Background: an optimization exercise with open tools, aiming at a short achievable clock period and few clock cycles. Do not read the settings as production practice.
Function was checked by simulation only, so behaviour that the tests miss may differ from the original.
No activity file was given, so power comes from the tool's default toggle rates.

==> flow/design.v <==
module ALU #(
  parameter W = 64
  ) (
  input  [W-1:0] a,
  input  [W-1:0] b,
  input          cin,
  input          shl,
  input          andop,
  output [W-1:0] result
  );
  wire [W-1:0] sum;
  ks_add #(.W(W)) inst_add (.a(a), .b(b), .cin(cin), .sum(sum));
  assign result = shl ? (a << b[4:0]) : andop ? (a & b) : sum;
endmodule
module AGU(
  input  [9:0] a,
  input  [9:0] b,
  input  [9:0] nb,
  input        shl,
  input        andop,
  output [9:0] result
  );
  wire [9:0] sum;
  ks_add #(.W(10)) inst_add (.a(a), .b(nb), .cin(1'b0), .sum(sum));
  assign result = shl ? (a << b[4:0]) : andop ? (a & b) : sum;
endmodule
module ks_add #(
  parameter W = 64
  ) (
  input  [W-1:0] a,
  input  [W-1:0] b,
  input          cin,
  output [W-1:0] sum
  );
  localparam L = (W > 32) ? 6 : (W > 16) ? 5 : (W > 8) ? 4 : (W > 4) ? 3 : (W > 2) ? 2 : 1;
  wire [W-1:0] g [0:L];
  wire [W-1:0] p [0:L];
  wire [W-1:0] x = a ^ b;
  assign g[0] = (a & b) | {{(W-1){1'b0}}, x[0] & cin};
  assign p[0] = x;
  genvar l, i;
  generate
    for (l = 0; l < L; l = l + 1) begin : g_lvl
      for (i = 0; i < W; i = i + 1) begin : g_bit
        if (i >= (1 << l)) begin : g_comb
          assign g[l+1][i] = g[l][i] | (p[l][i] & g[l][i - (1 << l)]);
          assign p[l+1][i] = p[l][i] & p[l][i - (1 << l)];
        end else begin : g_pass
          assign g[l+1][i] = g[l][i];
          assign p[l+1][i] = p[l][i];
        end
      end
    end
  endgenerate
  assign sum = x ^ {g[L][W-2:0], cin};
endmodule
module cmp_tree #(
  parameter W = 64
  ) (
  input  [W-1:0] a,
  input  [W-1:0] b,
  output         lt,
  output         eq
  );
  localparam L = (W > 32) ? 6 : (W > 16) ? 5 : (W > 8) ? 4 : (W > 4) ? 3 : (W > 2) ? 2 : 1;
  wire [W-1:0] t [0:L];    
  wire [W-1:0] e [0:L];    
  assign t[0] = ~a & b;
  assign e[0] = ~(a ^ b);
  genvar l, i;
  generate
    for (l = 0; l < L; l = l + 1) begin : g_lvl
      for (i = 0; i < (W >> (l + 1)); i = i + 1) begin : g_grp
        assign t[l+1][i] = t[l][2*i+1] | (e[l][2*i+1] & t[l][2*i]);
        assign e[l+1][i] = e[l][2*i+1] & e[l][2*i];
      end
      for (i = (W >> (l + 1)); i < W; i = i + 1) begin : g_pad
        assign t[l+1][i] = 1'b0;
        assign e[l+1][i] = 1'b0;
      end
    end
  endgenerate
  assign lt = t[L][0];
  assign eq = e[L][0];
endmodule
module reg_file (
  input             clk,
  input             we,
  input      [4:0]  waddr,
  input      [63:0] wdata,
  input      [4:0]  raddr1,
  input      [4:0]  raddr2,
  output     [63:0] rdata1,
  output     [63:0] rdata2
  );
  reg  [63:0] mem [0:31];
  wire [63:0] nxt [0:31];
  genvar i;
  generate
    for (i = 0; i < 32; i = i + 1) begin : g_row
      assign nxt[i] = (we && waddr == i) ? wdata : mem[i];
      always @(posedge clk)
        mem[i] <= nxt[i];
    end
  endgenerate
  assign rdata1 = nxt[raddr1];
  assign rdata2 = nxt[raddr2];
endmodule
module datapath #(
    parameter PC_WIDTH = 32,
    parameter D_WIDTH = 64,
    parameter ISTR_WIDTH = 32
  )
  (
    input       clk,
    input       reset_n,
    output [8:0]            imem_addr,
    input  [ISTR_WIDTH-1:0] imem_rdata,
    output [7:0]            dmem_addr,
    output [D_WIDTH-1:0]    dmem_wdata,
    output                  dmem_we,
    output                  dmem_re,
    input  [D_WIDTH-1:0]    dmem_rdata
   );
   localparam OP_R     = 7'b0110011;
   localparam OP_I     = 7'b0010011;
   localparam OP_S     = 7'b0100011;
   localparam OP_B     = 7'b1100011;
   localparam OP_J     = 7'b1101111;
   localparam OP_L     = 7'b0000011;
   localparam OP_AUIPC = 7'b0010111;
   reg  [31:0] fpc;           
   reg         stall;         
   reg         id_v;          
   reg  [31:0] id_pc, id_pred, id_seq;
   reg         id_hit;        
   reg  [31:0] ir;            
   reg         rr_v;
   reg  [31:0] rr_pc, rr_pred, rr_seq, rr_tgt;
   reg  [63:0] rr_r1, rr_r2;  
   reg         ex_v, ex_wr, ex_ld, ex_br, ex_jal, ex_shl, ex_and, ex_cin;
   reg  [3:0]  ex_fa, ex_fb;  
   reg  [4:0]  ex_rd;
   reg  [2:0]  ex_f3;
   reg  [63:0] ex_a, ex_b, ex_sd;
   reg  [31:0] ex_pc, ex_tgt, ex_seq;
   reg         ex_mt, ex_ms;
   reg         ex_we, ex_re;
   reg  [7:0]  ex_addr;
   reg         wb_v, wb_wr, wb_ld;
   reg  [4:0]  wb_rd;
   reg  [63:0] wb_val;
   reg         mis_r, tk_r;
   reg         u_v, u_hit;
   reg  [3:0]  u_idx;
   reg  [31:0] u_pc, u_tgt, u_seq;
   wire [63:0] alu_res;
   wire [31:0] redir = tk_r ? u_tgt : u_seq;
   wire        ex_live = ex_v & !mis_r;
   localparam NB = 16;
   reg         btb_v   [0:NB-1];
   reg  [8:0]  btb_tag [0:NB-1];
   reg  [31:0] btb_tgt [0:NB-1];
   reg  [1:0]  btb_ctr [0:NB-1];
   reg  [3:0]  btb_ptr;
   reg         p_taken, p_hit;
   reg  [31:0] p_tgt;
   integer k;
   always @(*) begin
      p_taken = 1'b0;
      p_hit   = 1'b0;
      p_tgt   = 32'h0;
      for (k = 0; k < NB; k = k + 1)
         if (btb_v[k] && btb_tag[k] == fpc[10:2]) begin
            p_hit   = 1'b1;
            p_taken = p_taken | btb_ctr[k][1];
            p_tgt   = p_tgt | btb_tgt[k];
         end
   end
   wire [31:0] fpc4 = fpc + 32'd4;
   wire [31:0] pred_next = p_taken ? p_tgt : fpc4;
   assign imem_addr = fpc[10:2];
   wire [31:0] iw = imem_rdata;
   wire [6:0] in_op = iw[6:0];
   wire in_u1 = (in_op == OP_R) | (in_op == OP_I) | (in_op == OP_L) | (in_op == OP_S) | (in_op == OP_B);
   wire in_u2 = (in_op == OP_R) | (in_op == OP_S) | (in_op == OP_B);
   wire in_dep = (in_u1 & (iw[19:15] == ir[11:7])) | (in_u2 & (iw[24:20] == ir[11:7]));
   wire [31:0] in_imm_b = {{20{iw[31]}}, iw[7], iw[30:25], iw[11:8], 1'b0};
   wire [31:0] in_imm_j = {{12{iw[31]}}, iw[19:12], iw[20], iw[30:21], 1'b0};
   wire [31:0] in_tgt;
   ks_add #(.W(32)) inst_tgt_add (.a(id_pc), .b(iw[3] ? in_imm_j : in_imm_b), .cin(1'b0), .sum(in_tgt));
   wire in_ldst = (in_op == OP_L) | (in_op == OP_S);
   wire rr_alu  = (ir[6:0] == OP_R) | (ir[6:0] == OP_I) | (ir[6:0] == OP_AUIPC);
   wire stall_next = !stall & !mis_r & id_v & rr_v &
                     (((ir[6:0] == OP_L) & in_dep) | (rr_alu & in_ldst & (iw[19:15] == ir[11:7])));
   wire id_redir = id_v & !stall & !mis_r & !id_hit &
                   ((in_op == OP_J) | ((in_op == OP_B) & iw[31]));
   wire [63:0] wb_fwd = wb_ld ? dmem_rdata : wb_val;
   wire [63:0] rf1, rf2;
   reg_file inst_reg_file (
      .clk   (clk),
      .we    (wb_v & wb_wr),
      .waddr (wb_rd),
      .wdata (wb_fwd),
      .raddr1(iw[19:15]),
      .raddr2(iw[24:20]),
      .rdata1(rf1),
      .rdata2(rf2)
   );
   wire [63:0] id_r1 = rf1;
   wire [63:0] id_r2 = rf2;
   wire [6:0] op  = ir[6:0];
   wire [4:0] rd  = ir[11:7];
   wire [2:0] f3  = ir[14:12];
   wire [4:0] rs1 = ir[19:15];
   wire [4:0] rs2 = ir[24:20];
   wire [6:0] f7  = ir[31:25];
   wire is_r  = op == OP_R;
   wire is_i  = op == OP_I;
   wire is_au = op == OP_AUIPC;
   wire is_ld = op == OP_L;
   wire is_st = op == OP_S;
   wire is_br = op == OP_B;
   wire is_j  = op == OP_J;
   wire [63:0] imm_i = {{52{ir[31]}}, ir[31:20]};
   wire [63:0] imm_s = {{52{ir[31]}}, ir[31:25], ir[11:7]};
   wire [63:0] imm_u = {{32{ir[31]}}, ir[31:12], 12'b0};
   wire ex_hit1 = ex_live & ex_wr & (ex_rd == rs1);
   wire ex_hit2 = ex_live & ex_wr & (ex_rd == rs2);
   wire wb_hit1 = wb_v & wb_wr & (wb_rd == rs1);
   wire wb_hit2 = wb_v & wb_wr & (wb_rd == rs2);
   wire [63:0] r1_early = wb_hit1 ? wb_fwd : rr_r1;
   wire [63:0] r2_early = wb_hit2 ? wb_fwd : rr_r2;
   wire [63:0] rs1v = ex_hit1 ? alu_res : r1_early;
   wire [9:0]  rs1v_lo = r1_early[9:0];
   wire [63:0] rs2v = ex_hit2 ? alu_res : r2_early;
   wire sub = (f7[6:5] == 2'b01) & (f3 == 3'b000);
   wire [63:0] op0 = is_au ? {32'h0, rr_pc} : r1_early;
   wire [63:0] op1 = (is_i | is_ld) ? imm_i : is_st ? imm_s : is_au ? imm_u : r2_early;
   wire [9:0] agu_imm = is_st ? imm_s[9:0] : imm_i[9:0];
   wire [9:0] agu_res;
   AGU inst_AGU (
      .a     (rs1v_lo),
      .b     (agu_imm),
      .nb    (sub ? 10'd0 - agu_imm : agu_imm),
      .shl   (f3 == 3'b001),
      .andop (f3 == 3'b111),
      .result(agu_res)
   );
   always @(posedge clk) begin
      if (!reset_n) begin
         fpc   <= 32'h0;
         stall <= 1'b0;
         id_v  <= 1'b0;
         rr_v  <= 1'b0;
      end else begin
         stall <= stall_next;
         id_v  <= !mis_r & !id_redir;
         if (mis_r)
            fpc <= redir;
         else if (id_redir)
            fpc <= in_tgt;
         else if (!stall_next)
            fpc <= pred_next;
         if (mis_r)
            rr_v <= 1'b0;
         else if (!stall)
            rr_v <= id_v;
      end
      id_pc   <= fpc;
      id_pred <= pred_next;
      id_seq  <= fpc4;
      id_hit  <= p_hit;
      if (!stall) begin
         ir      <= iw;
         rr_pc   <= id_pc;
         rr_pred <= id_redir ? in_tgt : id_pred;
         rr_seq  <= id_seq;
         rr_tgt  <= in_tgt;
         rr_r1   <= id_r1;
         rr_r2   <= id_r2;
      end else begin
         rr_r1   <= r1_early;
         rr_r2   <= r2_early;
      end
   end
   wire rr_go = rr_v & !stall & !mis_r;
   wire fa = ex_hit1 & !is_au;
   wire fb = ex_hit2 & (is_r | is_br);
   always @(posedge clk) begin
      if (!reset_n) begin
         ex_v   <= 1'b0;
         ex_we  <= 1'b0;
         ex_re  <= 1'b0;
      end else begin
         ex_v   <= rr_go;
         ex_we  <= rr_go & is_st;
         ex_re  <= rr_go & is_ld;
      end
      ex_addr <= agu_res[9:2];
      ex_wr  <= is_r | is_i | is_au | is_ld;
      ex_ld  <= is_ld;
      ex_br  <= is_br;
      ex_jal <= is_j;
      ex_shl <= f3 == 3'b001;
      ex_and <= f3 == 3'b111;
      ex_cin <= sub;
      ex_f3  <= f3;
      ex_rd  <= rd;
      ex_fa  <= {fa & rr_v & !stall, fa & !stall, fa & rr_v, fa};
      ex_fb  <= {fb & rr_v & !stall, fb & !stall, fb & rr_v, fb};
      ex_a   <= op0;
      ex_b   <= sub ? ~op1 : op1;
      ex_sd  <= rs2v;
      ex_pc  <= rr_pc;
      ex_tgt <= rr_tgt;
      ex_seq <= rr_seq;
      ex_mt  <= rr_pred == rr_tgt;
      ex_ms  <= rr_pred == rr_seq;
   end
   wire [63:0] a_eff, b_eff;
   genvar q;
   generate
      for (q = 0; q < 4; q = q + 1) begin : g_fwd
         assign a_eff[16*q+15:16*q] = ex_fa[q] ? wb_val[16*q+15:16*q] : ex_a[16*q+15:16*q];
         assign b_eff[16*q+15:16*q] = ex_fb[q] ? (ex_cin ? ~wb_val[16*q+15:16*q] : wb_val[16*q+15:16*q])
                                               : ex_b[16*q+15:16*q];
      end
   endgenerate
   ALU inst_ALU (
      .a     (a_eff),
      .b     (b_eff),
      .cin   (ex_cin),
      .shl   (ex_shl),
      .andop (ex_and),
      .result(alu_res)
   );
   wire eq, lt;
   cmp_tree #(.W(64)) inst_cmp (.a(a_eff), .b(ex_sd), .lt(lt), .eq(eq));
   wire taken = ex_br & (((ex_f3 == 3'b000) & eq) | ((ex_f3 == 3'b001) & !eq) |
                         ((ex_f3 == 3'b100) & lt) | ((ex_f3 == 3'b101) & !lt));
   wire ctl_taken = taken | ex_jal;
   wire mispredict = ex_live & (ctl_taken ? !ex_mt : !ex_ms);
   assign dmem_addr  = ex_addr;
   assign dmem_wdata = ex_sd;
   assign dmem_we    = ex_we & !mis_r;
   assign dmem_re    = ex_re;
   reg         e_hit;
   reg  [3:0]  e_idx;
   always @(*) begin
      e_hit = 1'b0;
      e_idx = 4'd0;
      for (k = 0; k < NB; k = k + 1)
         if (btb_v[k] && btb_tag[k] == ex_pc[10:2]) begin
            e_hit = 1'b1;
            e_idx = k;
         end
   end
   always @(posedge clk) begin
      if (!reset_n) begin
         wb_v  <= 1'b0;
         u_v   <= 1'b0;
         mis_r <= 1'b0;
      end else begin
         wb_v  <= ex_live;
         u_v   <= ex_live & (ex_br | ex_jal);
         mis_r <= mispredict;
      end
      wb_wr   <= ex_wr;
      wb_ld   <= ex_ld;
      wb_rd   <= ex_rd;
      wb_val  <= alu_res;
      tk_r    <= ctl_taken;
      u_hit   <= e_hit;
      u_idx   <= e_idx;
      u_pc    <= ex_pc;
      u_tgt   <= ex_tgt;
      u_seq   <= ex_seq;
   end
   always @(posedge clk) begin
      if (!reset_n) begin
         for (k = 0; k < NB; k = k + 1) btb_v[k] <= 1'b0;
         btb_ptr <= 4'd0;
      end else if (u_v) begin
         if (u_hit) begin
            if (tk_r) begin
               btb_tgt[u_idx] <= u_tgt;
               if (btb_ctr[u_idx] != 2'b11) btb_ctr[u_idx] <= btb_ctr[u_idx] + 2'b01;
            end else if (btb_ctr[u_idx] != 2'b00)
               btb_ctr[u_idx] <= btb_ctr[u_idx] - 2'b01;
         end else if (tk_r) begin
            btb_v[btb_ptr]   <= 1'b1;
            btb_tag[btb_ptr] <= u_pc[10:2];
            btb_tgt[btb_ptr] <= u_tgt;
            btb_ctr[btb_ptr] <= 2'b11;
            btb_ptr <= btb_ptr + 4'd1;
         end
      end
   end
endmodule
==> flow/flow/run.sh <==
#!/bin/bash
# Standard ORFS layout (the standard.sh, standard synthesis unchanged),
# with the timing repair asked to aim beyond the clock period so that it
# keeps shortening the critical paths. Clock period and SDC are unchanged.
set -euo pipefail
export SETUP_SLACK_MARGIN=6.5
bash standard.sh > standard.log 2>&1
==> flow/standard.sh <==
#!/bin/bash
# synth_recipe.tcl (not shown) runs the flow's synth.tcl, then flattens the netlist and writes it again
# the make line also repeats each setting of config.mk as NAME=value (left out here)
make -C /OpenROAD-flow-scripts/flow DESIGN_CONFIG=/design/flow/config.mk WORK_HOME=/design/flow/orfs CLKGATE_MAP_FILE= SYNTH_SCRIPT=/design/flow/synth_recipe.tcl "${@:-finish}"
==> flow/config.mk <==
export PLATFORM = sky130hd
export DESIGN_NAME = datapath
export DESIGN_NICKNAME = datapath
export VERILOG_FILES = /design/flow/design.v
export SDC_FILE = /design/flow/constraint.sdc
export NUM_CORES = 4
export LEC_CHECK = 0
export ABC_CLOCK_PERIOD_IN_PS = 3000
export CAP_MARGIN = 20
export CORE_MARGIN = 2
export CORE_UTILIZATION = 40
export SLEW_MARGIN = 20
export TNS_END_PERCENT = 100
==> flow/constraint.sdc <==
create_clock -name core_clock -period 10.0 [get_ports {clk}]
set_input_delay 2.0000 -clock core_clock [delete_from_list [all_inputs] [get_ports {clk}]]
set_output_delay 2.0000 -clock core_clock [all_outputs]
set_load 0.01 [all_outputs]
==> summary.txt, run 1 <==
number of I/O pins=181; CTS Buf Count=378; CTS max path bufs=4; H-tree levels=5; stop err=[ERROR GRT-0232] Routing congestion too high. Check the congestion heatmap in the GUI.; Die Y-Extent=633 um; routability cong.=1.03; Synth Net Count=around 18000; # clock sinks=around 3600; hold_buf cts=0; Post-Syn Instances=17500; root buf cell=clkbuf_16; Avg Cell Area, Syn=between 9 and 10 sq um; initial core utilization=0.401; Async SR Flop Fraction=0; Yosys cell types=98; GRT Total Usage=0.592; Post-synth top flop=dfxtp_1; FP Rows=231; Detailed Place HPWL=503000 um; number of synthesized flops with an enable pin=845; status=did not finish; last step reached=5_1_grt; largest net degree at the start of global routing=roughly 120; Die X=roughly 630 um; Yosys warning count=7; register area share after synthesis=0.511; Netlist Area Pre-Place=158000 sq um; number of synthesized register bits=approximately 3600; grt total ovfl=3; Port Buf Inserts=180
==> logic make-up after synthesis <==
family / synth area share
buf+inv: 0.0634
compound gates: 0.223
simple gates: 0.122
fa+ha+maj: 0.0140
flops: 0.511
xor+xnor: 0.0347
mux: 0.0320
==> timing repair <==
action	4_1_cts
endpoints found under the setup margin	1433
resized for setup	2454
pin swaps	389
gates cloned	147
buffers inserted	813
==> metrics by stage <==
stage | util | cells | hold slack (ns) | instance area, sq um | worst slack (ns)
after CTS | 0.506 | 23600 | 0.325 | 200000 | 5.98
after floorplan | - | 17500 | 0.310 | 162000 | 5.17
after global placement | 0.425 | 22000 | 0.310 | 168000 | 3.50
after detailed placement | 0.425 | 22000 | 0.312 | 168000 | 3.50
==> Yosys cell counts (all sizes together), types with 173 or more instances <==
cell	instances	area (sq um)
edfxtp	845	25400
o21ai	1463	7320
a221oi	535	4700
nor2	1708	6410
buf	544	2640
clkbuf	869	3270
nand4	276	1730
xnor2	444	3890
a21oi	1503	7530
nand2	1868	7010
inv	1092	4100
xor2	183	1600
ha	173	2160
o22ai	670	4190
dfxtp	2778	55600
mux2i	411	4130
a22oi	547	4110
==> per-layer routing <==
layer | overflow | GRT usage
met5 | 0 | 0.403
met4 | 0 | 0.532
met3 | 3 | 0.514
met2 | 0 | 0.680
met1 | 0 | 0.607
==> how the worst max path moves through the flow <==
| stage | startpoint | endpoint | slack (ns) | cells past startpoint |
|---|---|---|---|---|
| floorplan | imem_rdata[21] | fpc[31]$_SDFFE_PN0P_ | 5.17 | 16 |
| global placement | imem_rdata[23] | rr_r2[27]$_DFF_P_ | 3.50 | 10 |
| detailed placement | imem_rdata[23] | rr_r2[17]$_DFF_P_ | 3.50 | 10 |
| CTS | imem_rdata[21] | fpc[31]$_SDFFE_PN0P_ | 5.98 | 17 |
==> power by group through the flow <==
stage / clock, uW / sequential [uW] / combinational (uW)
floorplan: 0 / 16200 / 4020
global placement: 0 / 16600 / 6450
detailed placement: 0 / 16600 / 6440
CTS: 14600 / 16400 / 8380
Testbench counts, summed over its fixed seeds: cycles 125,317.
==> run 2: changes to the inputs <==
--- a/flow/design.v
+++ b/flow/design.v
@@ -95,14 +95,7 @@
   );
-  reg  [63:0] mem [0:31];
-  wire [63:0] nxt [0:31];
-  genvar i;
-  generate
-    for (i = 0; i < 32; i = i + 1) begin : g_row
-      assign nxt[i] = (we && waddr == i) ? wdata : mem[i];
-      always @(posedge clk)
-        mem[i] <= nxt[i];
-    end
-  endgenerate
-  assign rdata1 = nxt[raddr1];
-  assign rdata2 = nxt[raddr2];
+  reg [63:0] mem [0:31];
+  always @(posedge clk)
+    if (we) mem[waddr] <= wdata;
+  assign rdata1 = mem[raddr1];
+  assign rdata2 = mem[raddr2];
 endmodule
@@ -211,2 +204,13 @@
    wire [63:0] id_r2 = rf2;
+   reg         wb2_v;
+   reg  [4:0]  wb2_rd;
+   reg  [63:0] wb2_val;
+   always @(posedge clk) begin
+      if (!reset_n)
+         wb2_v <= 1'b0;
+      else
+         wb2_v <= wb_v & wb_wr;
+      wb2_rd  <= wb_rd;
+      wb2_val <= wb_fwd;
+   end
    wire [6:0] op  = ir[6:0];
@@ -231,4 +235,4 @@
    wire wb_hit2 = wb_v & wb_wr & (wb_rd == rs2);
-   wire [63:0] r1_early = wb_hit1 ? wb_fwd : rr_r1;
-   wire [63:0] r2_early = wb_hit2 ? wb_fwd : rr_r2;
+   wire [63:0] r1_early = wb_hit1 ? wb_fwd : (wb2_v & (wb2_rd == rs1)) ? wb2_val : rr_r1;
+   wire [63:0] r2_early = wb_hit2 ? wb_fwd : (wb2_v & (wb2_rd == rs2)) ? wb2_val : rr_r2;
    wire [63:0] rs1v = ex_hit1 ? alu_res : r1_early;
==> run 2 against run 1 <==
Against the previous run: the run now finishes clean; synthesized cell count fell by 40%; area after synthesis rose by 5.6%.
==> summary.txt, run 2 <==
hold_buf cts=0; layout cells sized above 1=0.318; drt drc=0; root buf cell=clkbuf_16; Post-Syn Instances=10400; slowest stage delay, CP=0.56 ns; max reg flops=2048; crit share post-route=0.415; placed cell area=177000 sq um; RSZ-0062 raised after global routing=yes; register area share after synthesis=0.615; CTS Buf Count=377; status=finished clean; grt total ovfl=0; Critical Path Source Type=input port; # fillers=between 30000 and 40000; Tightest Pin Transition=roughly 1.3 ns; Clock Skew=0.0699 ns; Psw=roughly 12000 uW; commonest non-fill, non-tap cell in the layout=edfxtp_1; slew margin rel.=0.153; CTS max path bufs=4; vias per cell=6.38; Detail Route met3 WL=73400 um; GRT Total Usage=0.280; Yosys warning count=6; static leakage=0.0677 uW; commonest cells after routing, fill and taps aside=edfxtp_1 (2893), mux4_2 (1292), dfxtp_1 (692); HP Class=reg -> reg; clock-pin slew on the worst setup and hold paths=0.06 ns; Fin Setup TNS=0 ns; endpoints failing setup=0; Buf+Inv Stages, Crit Path=1; TritonRoute pass-1 iters=8; WL final=616000 um; wire length on met1=235000 um; WL met2=276000 um; CP required=10.83 ns; max-slew violation count=0; number of synthesized flops with an enable pin=2893; post-synth top area cell=edfxtp_1; Seq pwr share=0.468; Commonest cells post-synth=edfxtp_1 (2893), mux4_2 (1292), dfxtp_1 (800), mux2i_1 (666), nand2_1 (630); CP top delay family=compound AO/OA/AOI/OAI gates; total power=just over 40000 uW; Synth Net Count=10700; Max Clock Freq=about 240 MHz; drt initial violations=14900; Clock power frac=0.352; Netlist Area Pre-Place=between 150000 and 200000 sq um; post-route cell area=about 200000 sq um; Core Area=417000 sq um; biggest regs=inst_reg_file.mem (2048), btb_tgt (512), btb_tag (144); Setup CP Type=in -> reg; Yosys cell types=88; top-count cell post-synth=edfxtp_1; nets=11300; Die X=~650 um; CTS tree=yes; antenna violations before repair=46; Detailed Place HPWL=358000 um; FP Rows=237; VDD IR max=roughly 160 uV; DRT antenna net count=0; CP cell instances=clkdlybuf4s50_1 -> mux2_4 -> nor4b_2 -> a31oi_1 -> a2111o_1 -> nand3_2 -> o21ai_2 -> a21oi_2 -> mux2i_1 -> a32oi_1; routability cong.=0.965; H-tree levels=5; max-cap violations=0; Hold Fails Final Rpt=0; Int Pwr=29500 uW; Avg WL per Cell=36.5 um; Worst-Skew Late Latency=0.98 ns; vias=108000; number of global-route vias before repair=105000; number of synthesized register bits=roughly 3700; arrival time worst endpoint=approximately 5.0 ns; Layout area overhead=19.6%; Synth area leaders=edfxtp_1 (52%), mux4_2 (17%), dfxtp_1 (9.6%), mux2i_1 (4.0%), xnor2_1 (2.3%); # clock sinks=~3700; Crit. End Element=flip-flop; Largest Register=inst_reg_file.mem; Post-synth top flop=edfxtp_1; top cell type's share of synthesized area=0.519; number of I/O pins=181; crit path time final=4.15 ns; largest net degree at the start of global routing=140; initial core utilization=0.401; top routing layer in use=met5; Port Buf Inserts=180; critical path fanouts, max=35; combinational share of power=0.180; Die Y-Extent=651 um; first-pass GRT wire length=835000 um; Die Area=423000 sq um; Async SR Flop Fraction=0; Power Density=roughly 210 nW/um^2; switch share=0.287; CP max-delay cell=a2111o_1; Avg Cell Area, Syn=roughly 16 sq um
run 2: cell count changes after synthesis, moves of 433 or more:
cell,previous run,this run
nand2_1,1868,630
clkbuf_1,868,435
dfxtp_1,2778,800
inv_1,1087,178
a21oi_1,1501,399
a221oi_1,533,64
edfxtp_1,845,2893
nor2_1,1708,418
o22ai_1,670,35
mux4_2,10,1292
o21ai_0,1439,288
run 2: per-stage QoR:
step	std cells	worst slack, ns	hold WS (ns)	util
final	16900	5.85	0.287	0.480
after global routing	16900	5.81	0.327	0.480
after CTS	16700	5.82	0.302	0.473
after detailed placement	15700	3.99	0.312	0.424
after global placement	15700	3.79	0.310	0.424
after floorplan	10400	5.06	0.310	-
run 2: final timing paths:
path | from | end | slack, ns | cells past startpoint
max reg2reg | ex_cin$_DFF_P_ | ex_sd[58]$_DFF_P_ | 5.86 | 18
max | dmem_rdata[0] | ex_addr[6]$_DFF_P_ | 5.85 | 10
min | ex_seq[18]$_DFF_P_ | u_seq[18]$_DFF_P_ | 0.29 | 0
min reg2reg | ex_seq[18]$_DFF_P_ | u_seq[18]$_DFF_P_ | 0.29 | 0
run 2: power groups by stage:
| stage | logic [uW] | registers (uW) | clock network (uW) |
|---|---|---|---|
| floorplan | 3700 | 19100 | 0 |
| global placement | 5680 | 19500 | 0 |
| detailed placement | 5810 | 19500 | 0 |
| CTS | 6810 | 19300 | 14700 |
| global route | 7780 | 19400 | 15200 |
| finish | 7430 | 19300 | 14500 |
run 2: area by class of cell:
| type | count | area, sq um | share of cell area |
|---|---|---|---|
| diodes | 25 | 62.6 | 0.000313 |
| clock buffers | 535 | 10900 | 0.0544 |
| clock inverters | 172 | 1820 | 0.00911 |
| inverters | 186 | 891 | 0.00445 |
| multi-input cells | 5873 | 66000 | 0.330 |
| flip-flops and latches | 3693 | 103000 | 0.516 |
| well taps | 5497 | 6880 | 0.0344 |
| repair buffers | 857 | 10100 | 0.0504 |
| repair inverters | 42 | 219 | 0.00109 |
run 2: timing repair:
action	CTS	global route
buffers inserted	237	117
gates resized for setup	1534	300
endpoints found under the setup margin	2072	586
gates cloned	79	28
pin swaps	173	124
run 2: cells by family after synthesis:
logic type | after synthesis | share of synthesized area
compound gates | 1382 | 0.0531
xor+xnor | 642 | 0.0336
fa+ha+maj | 176 | 0.0133
buf+inv | 870 | 0.0204
flops | 3693 | 0.615
mux | 2062 | 0.221
simple gates | 1602 | 0.0437
run 2: per-layer routing:
metal  up-vias  global-route usage
met5         -                   0
met4        22               0.124
met3      1227              0.0683
met2      6778               0.427
met1     56800               0.381
li1      42800                   -
Testbench counts of run 2, summed over its fixed seeds: cycles 125,317.
==> run 3: changes to the inputs <==
--- a/flow/design.v
+++ b/flow/design.v
@@ -1,14 +1,11 @@
-module ALU #(
-  parameter W = 64
-  ) (
-  input  [W-1:0] a,
-  input  [W-1:0] b,
-  input          cin,
-  input          shl,
-  input          andop,
-  output [W-1:0] result
+module ALU(
+  input  [63:0] a,
+  input  [63:0] b,
+  input         cin,
+  input         shl,
+  output [63:0] sum,
+  output [63:0] oth
   );
-  wire [W-1:0] sum;
-  ks_add #(.W(W)) inst_add (.a(a), .b(b), .cin(cin), .sum(sum));
-  assign result = shl ? (a << b[4:0]) : andop ? (a & b) : sum;
+  ks_add #(.W(64)) inst_add (.a(a), .b(b), .cin(cin), .sum(sum));
+  assign oth = shl ? (a << b[4:0]) : (a & b);
 endmodule
@@ -131,6 +128,9 @@
    reg         rr_v;
-   reg  [31:0] rr_pc, rr_pred, rr_seq, rr_tgt;
+   reg  [31:0] rr_pc, rr_pred, rr_seq;
+   reg         rr_hit;
+   reg  [31:0] rr_imm;        
+   reg         rr_cand;       
    reg  [63:0] rr_r1, rr_r2;  
    reg         ex_v, ex_wr, ex_ld, ex_br, ex_jal, ex_shl, ex_and, ex_cin;
-   reg  [3:0]  ex_fa, ex_fb;  
+   reg  [3:0]  ex_fas, ex_fao, ex_fbs, ex_fbo, ex_fbsn, ex_fbon, ex_fss, ex_fso;
    reg  [4:0]  ex_rd;
@@ -139,3 +139,3 @@
    reg  [31:0] ex_pc, ex_tgt, ex_seq;
-   reg         ex_mt, ex_ms;
+   reg  [31:0] ex_pred;       
    reg         ex_we, ex_re;
@@ -144,3 +144,5 @@
    reg  [4:0]  wb_rd;
-   reg  [63:0] wb_val;
+   reg  [63:0] r_sum, r_oth;  
+   reg         r_isoth;
+   wire [63:0] wb_val = r_isoth ? r_oth : r_sum;
    reg         mis_r, tk_r;
@@ -149,3 +151,2 @@
    reg  [31:0] u_pc, u_tgt, u_seq;
-   wire [63:0] alu_res;
    wire [31:0] redir = tk_r ? u_tgt : u_seq;
@@ -180,6 +181,2 @@
    wire in_dep = (in_u1 & (iw[19:15] == ir[11:7])) | (in_u2 & (iw[24:20] == ir[11:7]));
-   wire [31:0] in_imm_b = {{20{iw[31]}}, iw[7], iw[30:25], iw[11:8], 1'b0};
-   wire [31:0] in_imm_j = {{12{iw[31]}}, iw[19:12], iw[20], iw[30:21], 1'b0};
-   wire [31:0] in_tgt;
-   ks_add #(.W(32)) inst_tgt_add (.a(id_pc), .b(iw[3] ? in_imm_j : in_imm_b), .cin(1'b0), .sum(in_tgt));
    wire in_ldst = (in_op == OP_L) | (in_op == OP_S);
@@ -187,5 +184,5 @@
    wire stall_next = !stall & !mis_r & id_v & rr_v &
-                     (((ir[6:0] == OP_L) & in_dep) | (rr_alu & in_ldst & (iw[19:15] == ir[11:7])));
-   wire id_redir = id_v & !stall & !mis_r & !id_hit &
-                   ((in_op == OP_J) | ((in_op == OP_B) & iw[31]));
+                     (((ir[6:0] == OP_L) & in_dep) |
+                      (rr_alu & in_ldst & (iw[19:15] == ir[11:7])) |
+                      (rr_alu & (in_op == OP_S) & (iw[24:20] == ir[11:7])));
    wire [63:0] wb_fwd = wb_ld ? dmem_rdata : wb_val;
@@ -237,5 +234,6 @@
    wire [63:0] r2_early = wb_hit2 ? wb_fwd : (wb2_v & (wb2_rd == rs2)) ? wb2_val : rr_r2;
-   wire [63:0] rs1v = ex_hit1 ? alu_res : r1_early;
    wire [9:0]  rs1v_lo = r1_early[9:0];
-   wire [63:0] rs2v = ex_hit2 ? alu_res : r2_early;
+   wire [31:0] rr_tgt;
+   ks_add #(.W(32)) inst_tgt_add (.a(rr_pc), .b(rr_imm), .cin(1'b0), .sum(rr_tgt));
+   wire rr_redir = rr_v & !stall & !mis_r & !rr_hit & rr_cand;
    wire sub = (f7[6:5] == 2'b01) & (f3 == 3'b000);
@@ -261,10 +259,10 @@
          stall <= stall_next;
-         id_v  <= !mis_r & !id_redir;
+         id_v  <= !mis_r & !rr_redir;
          if (mis_r)
             fpc <= redir;
-         else if (id_redir)
-            fpc <= in_tgt;
+         else if (rr_redir)
+            fpc <= rr_tgt;
          else if (!stall_next)
             fpc <= pred_next;
-         if (mis_r)
+         if (mis_r | rr_redir)
             rr_v <= 1'b0;
@@ -280,5 +278,8 @@
          rr_pc   <= id_pc;
-         rr_pred <= id_redir ? in_tgt : id_pred;
+         rr_pred <= id_pred;
+         rr_hit  <= id_hit;
+         rr_imm  <= (in_op == OP_J) ? {{12{iw[31]}}, iw[19:12], iw[20], iw[30:21], 1'b0}
+                                    : {{20{iw[31]}}, iw[7], iw[30:25], iw[11:8], 1'b0};
+         rr_cand <= (in_op == OP_J) | ((in_op == OP_B) & iw[31]);
          rr_seq  <= id_seq;
-         rr_tgt  <= in_tgt;
          rr_r1   <= id_r1;
@@ -291,4 +292,9 @@
    wire rr_go = rr_v & !stall & !mis_r;
-   wire fa = ex_hit1 & !is_au;
-   wire fb = ex_hit2 & (is_r | is_br);
+   wire ex_oth = ex_shl | ex_and;
+   wire fa  = ex_hit1 & !is_au;
+   wire fb  = ex_hit2 & is_r;
+   wire fas = fa & !ex_oth,        fao = fa & ex_oth;
+   wire fbs = fb & !ex_oth & !sub, fbo = fb & ex_oth & !sub;
+   wire fbsn = fb & !ex_oth & sub, fbon = fb & ex_oth & sub;
+   wire fss = ex_hit2 & is_br & !ex_oth, fso = ex_hit2 & is_br & ex_oth;
    always @(posedge clk) begin
@@ -313,7 +319,13 @@
       ex_rd  <= rd;
-      ex_fa  <= {fa & rr_v & !stall, fa & !stall, fa & rr_v, fa};
-      ex_fb  <= {fb & rr_v & !stall, fb & !stall, fb & rr_v, fb};
+      ex_fas  <= {fas & rr_v & !stall, fas & !stall, fas & rr_v, fas};
+      ex_fao  <= {fao & rr_v & !stall, fao & !stall, fao & rr_v, fao};
+      ex_fbs  <= {fbs & rr_v & !stall, fbs & !stall, fbs & rr_v, fbs};
+      ex_fbo  <= {fbo & rr_v & !stall, fbo & !stall, fbo & rr_v, fbo};
+      ex_fbsn <= {fbsn & rr_v & !stall, fbsn & !stall, fbsn & rr_v, fbsn};
+      ex_fbon <= {fbon & rr_v & !stall, fbon & !stall, fbon & rr_v, fbon};
+      ex_fss  <= {fss & rr_v & !stall, fss & !stall, fss & rr_v, fss};
+      ex_fso  <= {fso & rr_v & !stall, fso & !stall, fso & rr_v, fso};
       ex_a   <= op0;
       ex_b   <= sub ? ~op1 : op1;
-      ex_sd  <= rs2v;
+      ex_sd  <= r2_early;
       ex_pc  <= rr_pc;
@@ -321,6 +333,5 @@
       ex_seq <= rr_seq;
-      ex_mt  <= rr_pred == rr_tgt;
-      ex_ms  <= rr_pred == rr_seq;
+      ex_pred <= rr_redir ? rr_tgt : rr_pred;
    end
-   wire [63:0] a_eff, b_eff;
+   wire [63:0] a_eff, b_eff, sd_eff;
    genvar q;
@@ -328,7 +339,11 @@
       for (q = 0; q < 4; q = q + 1) begin : g_fwd
-         assign a_eff[16*q+15:16*q] = ex_fa[q] ? wb_val[16*q+15:16*q] : ex_a[16*q+15:16*q];
-         assign b_eff[16*q+15:16*q] = ex_fb[q] ? (ex_cin ? ~wb_val[16*q+15:16*q] : wb_val[16*q+15:16*q])
-                                               : ex_b[16*q+15:16*q];
+         wire [15:0] rs = r_sum[16*q+15:16*q];
+         wire [15:0] ro = r_oth[16*q+15:16*q];
+         assign a_eff[16*q+15:16*q] = ex_fas[q] ? rs : ex_fao[q] ? ro : ex_a[16*q+15:16*q];
+         assign b_eff[16*q+15:16*q] = ex_fbs[q] ? rs : ex_fbo[q] ? ro : ex_fbsn[q] ? ~rs :
+                                      ex_fbon[q] ? ~ro : ex_b[16*q+15:16*q];
+         assign sd_eff[16*q+15:16*q] = ex_fss[q] ? rs : ex_fso[q] ? ro : ex_sd[16*q+15:16*q];
       end
    endgenerate
+   wire [63:0] alu_sum, alu_oth;
    ALU inst_ALU (
@@ -338,7 +353,7 @@
       .shl   (ex_shl),
-      .andop (ex_and),
-      .result(alu_res)
+      .sum   (alu_sum),
+      .oth   (alu_oth)
    );
    wire eq, lt;
-   cmp_tree #(.W(64)) inst_cmp (.a(a_eff), .b(ex_sd), .lt(lt), .eq(eq));
+   cmp_tree #(.W(64)) inst_cmp (.a(a_eff), .b(sd_eff), .lt(lt), .eq(eq));
    wire taken = ex_br & (((ex_f3 == 3'b000) & eq) | ((ex_f3 == 3'b001) & !eq) |
@@ -346,2 +361,4 @@
    wire ctl_taken = taken | ex_jal;
+   wire ex_mt = ex_pred == ex_tgt;
+   wire ex_ms = ex_pred == ex_seq;
    wire mispredict = ex_live & (ctl_taken ? !ex_mt : !ex_ms);
@@ -375,3 +392,5 @@
       wb_rd   <= ex_rd;
-      wb_val  <= alu_res;
+      r_sum   <= alu_sum;
+      r_oth   <= alu_oth;
+      r_isoth <= ex_oth;
       tk_r    <= ctl_taken;
==> run 3 against run 2 <==
Against the previous run: critical endpoint is now r_sum[56]$_DFF_P_; cell area rose by 2.1%; combinational power fell by 4.8%; critical path depth rose by 11; highest routed layer unchanged; synthesized cell count rose by 7.3%; sequential share of layout area fell by 0.15 points; count of clock-buffer cells in the layout fell by 31.
==> summary.txt, run 3 <==
status=finished clean; arrival time worst endpoint=5.25 ns; root buf cell=clkbuf_16; vias=112000; crit path from=ex_fbon[0]$_DFF_P_; max-slew violation count=0; vias per cell=approximately 6.3; setup slack, reg-to-reg=approximately 5.6 ns; GRT Total Usage=0.282; number of global-route vias before repair=between 100k and 150k; endpoints failing setup=0; antenna violations before repair=32; Die X=660 um; FP Rows=240; WL final=637000 um; max reg flops=between 2000 and 2500; Async SR Flop Fraction=0; CP max-delay cell=a221o_2; Seq pwr share=0.469; Power Density=about 210 nW/um^2; Yosys cell types=85; final worst-path setup slack=roughly 5.6 ns; VDD IR max=169 uV; DRT antenna net count=0; Commonest cells post-synth=edfxtp_1 (2877), mux4_2 (1296), dfxtp_1 (919), mux2i_1 (706), nand2_1 (674); commonest cells after routing, fill and taps aside=edfxtp_1 (2877), mux4_2 (1296), dfxtp_1 (804); Largest Register=inst_reg_file.mem; Post-synth top flop=edfxtp_1; Psw=11900 uW; CP required=roughly 11 ns; Yosys warning count=6; commonest non-fill, non-tap cell in the layout=edfxtp_1; # fillers=35900; # clock sinks=roughly 3800; max-cap violations=0; largest net degree at the start of global routing=147; crit share post-route=0.440; grt total ovfl=0; TritonRoute pass-1 iters=7; Critical Path Source Type=flip-flop; first-pass GRT wire length=around 860000 um; Port Buf Inserts=180; Avg WL per Cell=35.9 um; Die Area=435000 sq um; worst hold slack=0.336 ns; post-route cell area=204000 sq um; CTS tree=yes; Setup CP Type=reg -> reg; top cell type's share of synthesized area=0.502; CTS Buf Count=389; Clock Skew=between 0.05 and 0.06 ns; combinational share of power=0.169; pre-CTS setup slack=between 3 and 4 ns; Worst-Skew Late Latency=1.00 ns; Crit. End Element=flip-flop; drt initial violations=15800; number of synthesized register bits=3796; Tightest Pin Transition=between 1 and 1.5 ns; post-synth top area cell=edfxtp_1; number of I/O pins=181; Die Y-Extent=660 um; Synth area leaders=edfxtp_1 (50%), mux4_2 (17%), dfxtp_1 (11%), mux2i_1 (4.1%), xnor2_1 (1.9%); HP Class=reg -> reg; critical path fanouts, max=6; Int Pwr=30000 uW; Fin Setup TNS=0 ns; RSZ-0062 raised after global routing=yes; Synth Net Count=11500; H-tree levels=5; slew margin rel.=0.192; clock-pin slew on the worst setup and hold paths=0.06 ns; routability cong.=0.953; switch share=0.284; Layout area overhead=18.8%; Detailed Place HPWL=367000 um; FF-to-FF path depth=21; Worst setup endpoint=r_sum[56]$_DFF_P_; initial core utilization=0.402; Netlist Area Pre-Place=172000 sq um; static leakage=0.0692 uW; biggest regs=inst_reg_file.mem (2048), btb_tgt (512), btb_tag (144); Hold Fails Final Rpt=0; slowest stage delay, CP=0.48 ns; CTS max path bufs=4; multi-input combinational cell area=66900 sq um; Critical R2R Capture=r_sum[56]$_DFF_P_; CP cell instances=nor2b_4 -> o311ai_4 -> a31oi_4 -> buf_12 -> clkinv_8 -> fa_2 -> inv_2 -> fa_2 -> a211oi_4 -> o211ai_1 -> a211oi_2 -> buf_4 -> buf_6 -> o41ai_4 -> a221o_2 -> nand3_4 -> a21oi_4 -> buf_6 -> o221ai_4 -> mux2i_1 -> nand2_1; Max Clock Freq=between 200 and 250 MHz; R2R Path Start=ex_fbon[0]$_DFF_P_; register area share after synthesis=0.609; Avg Cell Area, Syn=~15 sq um; drt drc=0; crit path time final=4.40 ns; Post-Syn Instances=around 11000; number of synthesized flops with an enable pin=about 2900; Sequential Area=roughly 110000 sq um; placed cell area=182000 sq um; top-count cell post-synth=edfxtp_1; Clock power frac=0.363; layout cells sized above 1=0.285; nets=12000; Core Area=428000 sq um
-- run 3: metal layers --
metal / routed length [um] / GRT usage / up-vias / share of wire
met5: 83 / 0 / - / 0.00013
met2: 299000 / 0.454 / 6949 / 0.47
met4: 46200 / 0.168 / 12 / 0.073
li1: - / - / 45300 / -
met1: 230000 / 0.355 / 58300 / 0.36
met3: 62100 / 0.0519 / 1644 / 0.097
-- run 3: power by group through the flow --
stage / logic [uW] / clock network, uW / registers [uW]
2_1_floorplan: 3570 / 0 / 19500
3_3_place_gp: 5650 / 0 / 19900
3_5_place_dp: 5780 / 0 / 19900
4_1_cts: 6570 / 15300 / 19600
5_1_grt: 7390 / 15900 / 19700
6_report: 7070 / 15200 / 19600
-- run 3: critical path: cells and delay by family (launching register included) --
family                   cells  cell delay, ns
AO/OA/AOI/OAI                9            2.00
adder cells (fa/ha/maj)      2            0.57
buffers and inverters        6            0.67
flip-flops                   1            0.40
multiplexers                 1            0.21
AND/OR/NAND/NOR              3            0.38
-- run 3: logic make-up (layout without fill, tap and decap cells) --
kind of cell	count (synthesis)	in the layout	synth area share
multiplexers	2052	2052	0.214
flip-flops	3796	3796	0.609
adder cells (fa/ha/maj)	176	176	0.0129
other	0	14	0
buffers and inverters	996	1848	0.0227
AND/OR/NAND/NOR	1871	1876	0.0483
XOR/XNOR	587	587	0.0299
AO/OA/AOI/OAI	1714	1716	0.0628
-- run 3: stage by stage --
stage / total power, uW / utilization / cells
detailed placement: 25700 / 0.425 / 16600
CTS: 41500 / 0.471 / 17600
finish: 41900 / 0.478 / 17800
global placement: 25500 / 0.425 / 16600
floorplan: 23100 / - / 11200
global route: 43000 / 0.478 / 17700
-- run 3: worst min-delay path by stage --
| stage | cells after the start | from | to | slack, ns |
|---|---|---|---|---|
| 4_1_cts | 0 | rr_seq[21]$_DFFE_PN_ | ex_seq[21]$_DFF_P_ | 0.34 |
| 3_5_place_dp | 0 | rr_seq[12]$_DFFE_PN_ | ex_seq[12]$_DFF_P_ | 0.33 |
| 5_1_grt | 0 | rr_seq[20]$_DFFE_PN_ | ex_seq[20]$_DFF_P_ | 0.34 |
| 3_3_place_gp | 0 | rr_seq[24]$_DFFE_PN_ | ex_seq[24]$_DFF_P_ | 0.32 |
| 2_1_floorplan | 0 | ex_ld$_DFF_P_ | wb_ld$_DFF_P_ | 0.31 |
| 6_report | 0 | rr_seq[2]$_DFFE_PN_ | ex_seq[2]$_DFF_P_ | 0.34 |
-- run 3: repair_timing --
item	CTS	global route
setup buffers	182	117
hold buffers	0	0
resized for setup	1287	272
pin swaps	92	75
gates cloned	73	34
endpoints found under the setup margin	1865	698
-- run 3: layout make-up --
type / count / area share
sequential: 3796 / 0.514
multi-input combinational: 6407 / 0.328
clock buffer: 504 / 0.0523
timing repair buffer: 846 / 0.0521
tap: 5687 / 0.0348
clock inverter: 227 / 0.0125
inverter: 249 / 0.00555
timing repair inverter: 22 / 0.000686
antenna: 14 / 0.000171
Testbench counts of run 3, summed over its fixed seeds: cycles 127,922.
==> run 4: changes to the inputs <==
--- a/flow/design.v
+++ b/flow/design.v
@@ -134,3 +134,3 @@
    reg         ex_v, ex_wr, ex_ld, ex_br, ex_jal, ex_shl, ex_and, ex_cin;
-   reg  [3:0]  ex_fas, ex_fao, ex_fbs, ex_fbo, ex_fbsn, ex_fbon, ex_fss, ex_fso;
+   reg  [3:0]  ex_fas, ex_fao, ex_fbs, ex_fbo, ex_fss, ex_fso;
    reg  [4:0]  ex_rd;
@@ -186,3 +186,5 @@
                       (rr_alu & in_ldst & (iw[19:15] == ir[11:7])) |
-                      (rr_alu & (in_op == OP_S) & (iw[24:20] == ir[11:7])));
+                      (rr_alu & (in_op == OP_S) & (iw[24:20] == ir[11:7])) |
+                      (rr_alu & (in_op == OP_R) & (iw[31:30] == 2'b01) & (iw[14:12] == 3'b000) &
+                       (iw[24:20] == ir[11:7])));
    wire [63:0] wb_fwd = wb_ld ? dmem_rdata : wb_val;
@@ -297,3 +299,2 @@
    wire fbs = fb & !ex_oth & !sub, fbo = fb & ex_oth & !sub;
-   wire fbsn = fb & !ex_oth & sub, fbon = fb & ex_oth & sub;
    wire fss = ex_hit2 & is_br & !ex_oth, fso = ex_hit2 & is_br & ex_oth;
@@ -323,4 +324,2 @@
       ex_fbo  <= {fbo & rr_v & !stall, fbo & !stall, fbo & rr_v, fbo};
-      ex_fbsn <= {fbsn & rr_v & !stall, fbsn & !stall, fbsn & rr_v, fbsn};
-      ex_fbon <= {fbon & rr_v & !stall, fbon & !stall, fbon & rr_v, fbon};
       ex_fss  <= {fss & rr_v & !stall, fss & !stall, fss & rr_v, fss};
@@ -342,4 +341,3 @@
          assign a_eff[16*q+15:16*q] = ex_fas[q] ? rs : ex_fao[q] ? ro : ex_a[16*q+15:16*q];
-         assign b_eff[16*q+15:16*q] = ex_fbs[q] ? rs : ex_fbo[q] ? ro : ex_fbsn[q] ? ~rs :
-                                      ex_fbon[q] ? ~ro : ex_b[16*q+15:16*q];
+         assign b_eff[16*q+15:16*q] = ex_fbs[q] ? rs : ex_fbo[q] ? ro : ex_b[16*q+15:16*q];
          assign sd_eff[16*q+15:16*q] = ex_fss[q] ? rs : ex_fso[q] ? ro : ex_sd[16*q+15:16*q];
==> run 4 against run 3 <==
Against the previous run: still clean on timing, DRC and antenna; synthesized cell count shrank 1.5%; via count decreased by 1.6%; non-clock buffer count increased by 64; cell area down 0.82%; critical path depth shrank 18; global-route usage up 0.20 points; clock skew grew 0.064 ns; total power fell by 2.2%; hold slack lost 0.0067 ns; sequential share of layout area grew 0.35 points; wire length fell by 0.53%; highest routed layer unchanged.
==> summary.txt, run 4 <==
biggest regs=inst_reg_file.mem (2048), btb_tgt (512), btb_tag (144); placed cell count=16400; number of synthesized flops with an enable pin=2877; top-count cell post-synth=edfxtp_1; Yosys cell types=94; Hold Fails Final Rpt=0; Avg Cell Area, Syn=15.5 sq um; Max Clock Freq=261 MHz; post-synth top area cell=edfxtp_1; largest family of logic cells by synthesized area=multiplexers; Tightest Pin Transition=approximately 1.2 ns; Post-synth top flop=edfxtp_1; Crit. End Element=primary output; Critical Path Source Type=flip-flop; root buf cell=clkbuf_16; VDD IR max=roughly 190 uV; crit path time final=3.84 ns; TritonRoute pass-1 iters=10; fin cells=17600; endpoints failing setup=0; number of global-route vias before repair=109000; grt total ovfl=0; CP max-delay cell=dfxtp_4; vias per cell=6.26; Clock Skew=roughly 0.12 ns; Async SR Flop Fraction=0; Yosys warning count=6; drt drc=0; Fin Setup TNS=0 ns; H-tree levels=5; critical path fanouts, max=2; Power Density=between 200 and 250 nW/um^2; Synth area leaders=edfxtp_1 (51%), mux4_2 (17%), dfxtp_1 (11%), mux2i_1 (3.5%), xnor2_1 (2.2%); GRT Total Usage=0.283; crit share post-route=0.384; vias=110000; Netlist Area Pre-Place=170000 sq um; CTS tree=yes; Die X=between 600 and 700 um; max-slew violation count=0; slowest stage delay, CP=0.35 ns; routability cong.=between 0.9 and 1; Avg WL per Cell=approximately 36 um; static leakage=0.0679 uW; FP Rows=239; # fillers=around 36000; arrival time worst endpoint=1.84 ns; number of synthesized register bits=3788; nets=11900; DRT antenna net count=0; clock-pin slew on the worst setup and hold paths=approximately 0.060 ns; register area share after synthesis=0.614; layout cells sized above 1=0.288; # clock sinks=3788; commonest cells after routing, fill and taps aside=edfxtp_1 (2877), mux4_2 (1290), dfxtp_1 (802); Worst-Skew Late Latency=1.01 ns; CP cell instances=buf_12 -> nor2b_4 -> buf_6; Post-Syn Instances=11000; RSZ-0062 raised after global routing=yes; antenna violations before repair=41; Die Area=between 400000 and 500000 sq um; commonest non-fill, non-tap cell in the layout=edfxtp_1; drt initial violations=15000; Largest Register=inst_reg_file.mem; initial core utilization=0.402; CP required=8.00 ns; post-synthesis mux area share=0.209; final worst-path setup slack=6.16 ns; Die Y-Extent=~660 um; largest net degree at the start of global routing=124; Synth Net Count=approximately 11000; number of I/O pins=~180; slew margin rel.=0.173; CTS Buf Count=389; CTS max path bufs=4; first-pass GRT wire length=between 800000 and 900000 um; status=finished clean; Port Buf Inserts=180; Commonest cells post-synth=edfxtp_1 (2877), mux4_2 (1290), dfxtp_1 (911), nand2_1 (815), mux2i_1 (599); HP Class=reg -> reg; max-cap violations=0; area share of fa/ha/maj cells after synthesis=0.0131; Finished Core Util=0.478; complex-gate fraction of the synthesized area=0.0613; Setup CP Type=reg -> out; max reg flops=2048; Post-Synth XOR/XNOR Area=0.0300; Detailed Place HPWL=362000 um; top cell type's share of synthesized area=0.507; simple-gate share of the synthesized area=0.0512; WL final=634000 um; Layout area overhead=19.0%; Core Area=~420000 sq um; pre-CTS setup slack=4.21 ns
run 4: cell types whose count changed in the layout (fill, tap and decap cells not counted), moves of 42 or more:
| cell | delta |
|---|---|
| xor2_1 | -54 |
| inv_1 | -60 |
| xnor2_1 | +54 |
| nand2_1 | +150 |
| clkinvlp_4 | -42 |
| nor2_1 | -79 |
| mux2i_1 | -102 |
| o22ai_1 | -66 |
| buf_4 | +79 |
run 4: final cells by class:
class | instances | area [sq um] | share of cell area
inverter | 177 | 792 | 0.00391
timing repair buffer | 910 | 11000 | 0.0542
clock buffer | 558 | 11100 | 0.0547
clock inverter | 165 | 1880 | 0.00928
tap | 5663 | 7090 | 0.0350
sequential | 3788 | 105000 | 0.518
antenna | 23 | 57.6 | 0.000284
multi-input combinational | 6330 | 65800 | 0.324
timing repair inverter | 6 | 71.3 | 0.000352
run 4: critical path, delay by kind of cell (launching register included):
| kind | cells | cell delay [ns] |
|---|---|---|
| DFF | 1 | 0.35 |
| buffers and inverters | 2 | 0.26 |
| and+or+nand+nor | 1 | 0.21 |
run 4: repair_timing:
| item | in CTS | in global routing |
|---|---|---|
| hold buffers | 0 | 0 |
| gates resized for setup | 1292 | 252 |
| setup endpoints to repair | 1885 | 606 |
| pin swaps | 128 | 80 |
| hold endpoints to repair | 0 | 0 |
| buffers inserted | 288 | 81 |
| gates cloned | 75 | 18 |
run 4: metal layers:
layer	wire length [um]	track usage	up-vias
met4	42200	0.158	8
met1	232000	0.362	57600
met2	293000	0.449	6683
met3	66900	0.0625	1387
li1	-	-	44700
met5	53	0	-
run 4: power by group:
part / switching [uW] / leakage [uW] / internal [uW] / total, uW
logic: 4380 / 0.0277 / 2350 / 6730
registers: 668 / 0.0339 / 18700 / 19400
clock network: 6360 / 0.00633 / 8560 / 14900
run 4: path summary, 6_finish.rpt:
path / from / endpoint / slack [ns] / cells past startpoint
worst min register to register: rr_seq[12]$_DFFE_PN_ / ex_seq[12]$_DFF_P_ / 0.33 / 0
worst min-delay path: rr_seq[12]$_DFFE_PN_ / ex_seq[12]$_DFF_P_ / 0.33 / 0
worst max-delay path: mis_r$_SDFF_PN0_ / dmem_we / 6.16 / 3
worst max register to register: r_isoth$_DFF_P_ / ex_addr[7]$_DFF_P_ / 6.22 / 13
run 4: stage by stage:
stage          area (sq um)  hold WS, ns  power, uW
5_1_grt              203000        0.310      42100
6_report             203000        0.329      41000
3_3_place_gp         180000        0.324      25200
4_1_cts              200000        0.320      40700
2_1_floorplan        173000        0.310      22800
3_5_place_dp         180000        0.316      25300
run 4: kinds of logic (layout without fill, tap and decap cells):
kind of cell / after synthesis / after routing
xor gates and xnor gates: 584 / 584
other: 0 / 23
AOI/OAI and AO/OA: 1689 / 1696
and+or+nand+nor: 1932 / 1937
muxes: 1937 / 1937
adders and majority gates: 176 / 176
buffers and inverters: 913 / 1816
DFF: 3788 / 3788
Testbench counts of run 4, summed over its fixed seeds: cycles 128,070.
==> run 5: changes to the inputs <==
--- a/flow/design.v
+++ b/flow/design.v
@@ -8,3 +8,5 @@
   );
-  ks_add #(.W(64)) inst_add (.a(a), .b(b), .cin(cin), .sum(sum));
+  wire [64:0] sum_x;
+  ks_add #(.W(65)) inst_add (.a({a, cin}), .b({b, cin}), .cin(1'b0), .sum(sum_x));
+  assign sum = sum_x[64:1];
   assign oth = shl ? (a << b[4:0]) : (a & b);
@@ -31,3 +33,3 @@
   );
-  localparam L = (W > 32) ? 6 : (W > 16) ? 5 : (W > 8) ? 4 : (W > 4) ? 3 : (W > 2) ? 2 : 1;
+  localparam L = (W > 64) ? 7 : (W > 32) ? 6 : (W > 16) ? 5 : (W > 8) ? 4 : (W > 4) ? 3 : (W > 2) ? 2 : 1;
   wire [W-1:0] g [0:L];
@@ -61,3 +63,3 @@
   );
-  localparam L = (W > 32) ? 6 : (W > 16) ? 5 : (W > 8) ? 4 : (W > 4) ? 3 : (W > 2) ? 2 : 1;
+  localparam L = (W > 64) ? 7 : (W > 32) ? 6 : (W > 16) ? 5 : (W > 8) ? 4 : (W > 4) ? 3 : (W > 2) ? 2 : 1;
   wire [W-1:0] t [0:L];    
@@ -130,2 +132,3 @@
    reg         rr_hit;
+   reg  [9:0]  rr_aimm, rr_anb;  
    reg  [31:0] rr_imm;        
@@ -183,2 +186,3 @@
    wire rr_alu  = (ir[6:0] == OP_R) | (ir[6:0] == OP_I) | (ir[6:0] == OP_AUIPC);
+   wire [9:0] in_aimm = (in_op == OP_S) ? {iw[29:25], iw[11:7]} : iw[29:20];
    wire stall_next = !stall & !mis_r & id_v & rr_v &
@@ -232,6 +236,13 @@
    wire ex_hit2 = ex_live & ex_wr & (ex_rd == rs2);
-   wire wb_hit1 = wb_v & wb_wr & (wb_rd == rs1);
-   wire wb_hit2 = wb_v & wb_wr & (wb_rd == rs2);
-   wire [63:0] r1_early = wb_hit1 ? wb_fwd : (wb2_v & (wb2_rd == rs1)) ? wb2_val : rr_r1;
-   wire [63:0] r2_early = wb_hit2 ? wb_fwd : (wb2_v & (wb2_rd == rs2)) ? wb2_val : rr_r2;
+   reg  sel_wb1, sel_wb2, sel_wb21, sel_wb22;
+   wire [4:0] rs1_n = stall ? ir[19:15] : iw[19:15];    
+   wire [4:0] rs2_n = stall ? ir[24:20] : iw[24:20];
+   always @(posedge clk) begin
+      sel_wb1  <= ex_live & ex_wr & (ex_rd == rs1_n);
+      sel_wb2  <= ex_live & ex_wr & (ex_rd == rs2_n);
+      sel_wb21 <= wb_v & wb_wr & (wb_rd == rs1_n);
+      sel_wb22 <= wb_v & wb_wr & (wb_rd == rs2_n);
+   end
+   wire [63:0] r1_early = sel_wb1 ? wb_fwd : sel_wb21 ? wb2_val : rr_r1;
+   wire [63:0] r2_early = sel_wb2 ? wb_fwd : sel_wb22 ? wb2_val : rr_r2;
    wire [9:0]  rs1v_lo = r1_early[9:0];
@@ -243,3 +254,2 @@
    wire [63:0] op1 = (is_i | is_ld) ? imm_i : is_st ? imm_s : is_au ? imm_u : r2_early;
-   wire [9:0] agu_imm = is_st ? imm_s[9:0] : imm_i[9:0];
    wire [9:0] agu_res;
@@ -247,4 +257,4 @@
       .a     (rs1v_lo),
-      .b     (agu_imm),
-      .nb    (sub ? 10'd0 - agu_imm : agu_imm),
+      .b     (rr_aimm),
+      .nb    (rr_anb),
       .shl   (f3 == 3'b001),
@@ -282,2 +292,4 @@
          rr_hit  <= id_hit;
+         rr_aimm <= in_aimm;
+         rr_anb  <= ((iw[31:30] == 2'b01) & (iw[14:12] == 3'b000)) ? 10'd0 - in_aimm : in_aimm;
          rr_imm  <= (in_op == OP_J) ? {{12{iw[31]}}, iw[19:12], iw[20], iw[30:21], 1'b0}
==> run 5 against run 4 <==
Against the previous run: non-clock buffer count increased by 60; fmax shrank 2.3%; combinational power up 7.4%; sequential share of layout area down 0.57 points; hold slack got worse by 0.060 ns; sequential power about the same; clock power increased by 3%; core utilization grew 0.23 points; cell area rose by 1.5%; highest routed layer unchanged; first-iteration DRC count rose by 4.8%.
==> summary.txt, run 5 <==
multi-input combinational cell area=67500 sq um; Worst-Skew Late Latency=1.02 ns; Avg Cell Area, Syn=15.7 sq um; Die Y-Extent=660 um; antenna violations before repair=44; arrival time worst endpoint=1.93 ns; max-slew violation count=0; drt drc=0; RSZ-0062 raised after global routing=yes; Async SR Flop Fraction=0; Hold Path Stages=0; HP Class=reg -> reg; DRT antenna net count=0; fin cells=roughly 18000; drt initial violations=15700; Post-Synth XOR/XNOR Area=0.0299; vias per cell=6.32; cell count along the critical path=3; nets=approximately 12000; vias=112000; grt total ovfl=0; Synth area leaders=edfxtp_1 (50%), mux4_2 (17%), dfxtp_1 (11%), mux2i_1 (3.9%), nand2_1 (1.6%); initial core utilization=0.402; VDD IR max=156 uV; post-synthesis mux area share=0.220; hold endpoint=u_tgt[19]$_DFF_P_; R2R Path Start=ex_fbo[0]$_DFF_P_; layout cells sized above 1=0.309; setup slack, reg-to-reg=around 6.1 ns; Detailed Place HPWL=372000 um; status=finished clean; endpoints failing setup=0; placed cell area=around 180000 sq um; biggest regs=inst_reg_file.mem (2048), btb_tgt (512), btb_tag (144); slowest stage delay, CP=between 0.3 and 0.4 ns; post-route cell area=206000 sq um; root buf cell=clkbuf_16; first-pass GRT wire length=871000 um; number of synthesized flops with an enable pin=2891; crit path from=mis_r$_SDFF_PN0_; Post-Syn Instances=11000; Max Clock Freq=255 MHz; Netlist Area Pre-Place=~170000 sq um; TritonRoute pass-1 iters=6; Core Area=428000 sq um; final worst-path setup slack=6.07 ns; CP cell instances=buf_12 -> nor2b_4 -> buf_6; max-cap violations=0; top-count cell post-synth=edfxtp_1; Buf+Inv Stages, Crit Path=2; largest family of logic cells by synthesized area=multiplexers; placed cell count=16400; Die Area=roughly 440000 sq um; area share of fa/ha/maj cells after synthesis=0.0128; Yosys cell types=102; Post-synth top flop=edfxtp_1; WL final=641000 um; Largest Register=inst_reg_file.mem; FF-to-FF path depth=17; # clock sinks=3800; Avg WL per Cell=approximately 36 um; slew margin rel.=0.103; max reg flops=2048; CP required=8.00 ns; Sequential Area=105000 sq um; Critical Path Source Type=flip-flop; Clock Skew=~0.12 ns; Hold Startpoint=ex_tgt[19]$_DFF_P_; Synth Net Count=11200; GRT Total Usage=0.285; FP Rows=240; Port Buf Inserts=180; hold_buf cts=0; number of I/O pins=between 150 and 200; Layout area overhead=19.5%; simple-gate share of the synthesized area=0.0494; number of synthesized register bits=3800; critical path fanouts, max=2; Finished Core Util=0.481; complex-gate fraction of the synthesized area=0.0550; commonest cells after routing, fill and taps aside=edfxtp_1 (2891), mux4_2 (1291), dfxtp_1 (805); commonest non-fill, non-tap cell in the layout=edfxtp_1; # fillers=35600; crit share post-route=0.393; Fin Setup TNS=0 ns; number of global-route vias before repair=109000; Power Density=between 200 and 250 nW/um^2; CP max-delay cell=dfxtp_4; Die X=660 um; static leakage=0.0698 uW; Hold Fails Final Rpt=0; CTS tree=yes; crit path time final=3.93 ns; Critical R2R Capture=r_sum[62]$_DFF_P_; pre-CTS setup slack=~4.1 ns; Crit. End Element=primary output; Tightest Pin Transition=1.32 ns; H-tree levels=5; Commonest cells post-synth=edfxtp_1 (2891), mux4_2 (1291), dfxtp_1 (909), nand2_1 (745), mux2i_1 (670); register area share after synthesis=0.610; CTS Buf Count=389; CP top delay family=flip-flops; largest net degree at the start of global routing=approximately 80; routability cong.=around 0.96; Setup CP Type=reg -> out; post-synth top area cell=edfxtp_1; clock-pin slew on the worst setup and hold paths=around 0.070 ns; top cell type's share of synthesized area=0.504; CTS max path bufs=4; Yosys warning count=6
run 5: cell types whose count changed after synthesis, moves of 36 or more:
cell      previous run  this run
buf_2               61        97
xor2_1             162       288
mux2i_1            599       670
a211oi_1            68        28
o21ai_0            492       547
xnor2_1            422       293
nor2_1             552       493
a21oi_1            467       343
nand2_1            815       745
mux2_2              44       160
buf_1              154       105
run 5: timing repair:
item	in CTS	in global routing
pin swaps	114	137
cloned	62	21
resized for setup	1332	303
hold endpoints to repair	0	0
buffers inserted	253	142
endpoints found under the setup margin	1684	656
run 5: cell type report:
type | instances | share of cell area
inverter | 191 | 0.00378
clock buffer | 526 | 0.0536
tap | 5687 | 0.0346
multi-input combinational | 6259 | 0.328
timing repair inverter | 2 | 0.000158
sequential | 3800 | 0.512
clock inverter | 202 | 0.0110
timing repair buffer | 970 | 0.0562
antenna | 20 | 0.000243
run 5: per-stage QoR:
stage	hold WS [ns]	total power [uW]
floorplan	0.310	23100
global placement	0.312	25500
detailed placement	0.312	25700
CTS	0.270	41600
global route	0.280	43100
finish	0.269	42000
run 5: per-layer routing:
layer	wire (um)	track usage	up-vias
li1	-	-	44700
met1	234000	0.365	58300
met2	294000	0.447	7019
met3	66800	0.0603	1578
met4	46000	0.172	10
met5	69	0	-
run 5: worst max-delay path by stage:
stage | endpoint | slack [ns]
floorplan | btb_tgt[1][0]$_DFFE_PP_ | 5.41
global placement | rr_r1[50]$_DFF_P_ | 4.17
detailed placement | rr_r1[50]$_DFF_P_ | 4.13
CTS | dmem_we | 6.02
global route | dmem_we | 6.06
finish | dmem_we | 6.07
run 5: cells by family (layout without fill, tap and decap cells):
kind of cell               count (synthesis)  count (layout)
buffers and inverters                    920            1891
AOI/OAI and AO/OA                       1526            1531
other                                      0              20
muxes                                   2137            2137
DFF                                     3800            3800
adders and majority gates                175             175
and+or+nand+nor                         1825            1831
xor gates and xnor gates                 585             585
run 5: report_power, final:
group | leakage, uW | switching (uW) | total, uW | internal (uW)
combinational | 0.0293 | 4650 | 7230 | 2590
clock | 0.00652 | 6430 | 15300 | 8820
sequential | 0.0341 | 767 | 19600 | 18800
run 5: worst register-to-register path, delay by kind of cell, from the launching register on:
family,cells,cell delay [ns]
AO/OA/AOI/OAI,9,2.26
adder cells (fa/ha/maj),1,0.23
buffers and inverters,5,0.61
flip-flops,1,0.34
multiplexers,1,0.21
AND/OR/NAND/NOR,1,0.20
Testbench counts of run 5, summed over its fixed seeds: cycles 128,070.

-- separate check: timing with driven ports --
How much do the figures lean on ideal ports? The routed layouts below were timed once more, with nothing changed but the port constraints. Step 1 (the two cells are an assumption about what drives the block):
set clk [get_ports {clk}]
set_driving_cell -lib_cell sky130_fd_sc_hd__clkbuf_16 $clk
set_driving_cell -lib_cell sky130_fd_sc_hd__buf_2 [delete_from_list [all_inputs] $clk]
Step 2 adds t to the input delays and takes it off the output delays; t is the mean of the earliest and latest rising clock arrival at the registers after step 1. Input paths then give back, and output paths get back, about the clock's delay inside the block. Slacks: no drivers / after step 1 / after step 2; pairs: no drivers / after step 1.
run | shift t [ns] | setup slack, ns | clock arrival spread, ns | cell pins on the clock port's net
run 2 | 1.092 | 5.847 / 5.815 / 4.723 | 0.085 / 0.086 | 1
run 3 | 1.098 | 5.604 / 5.604 / 5.023 | 0.067 / 0.067 | 1
run 4 | 1.072 | 6.162 / 6.047 / 5.099 | 0.143 / 0.143 | 1
run 5 | 1.087 | 6.072 / 5.954 / 5.180 | 0.125 / 0.126 | 1
After both steps every run listed still meets setup and hold. For run 2, which loses most, drivers alone change the setup slack by -0.032 ns; drivers and shift together by -1.124 ns.
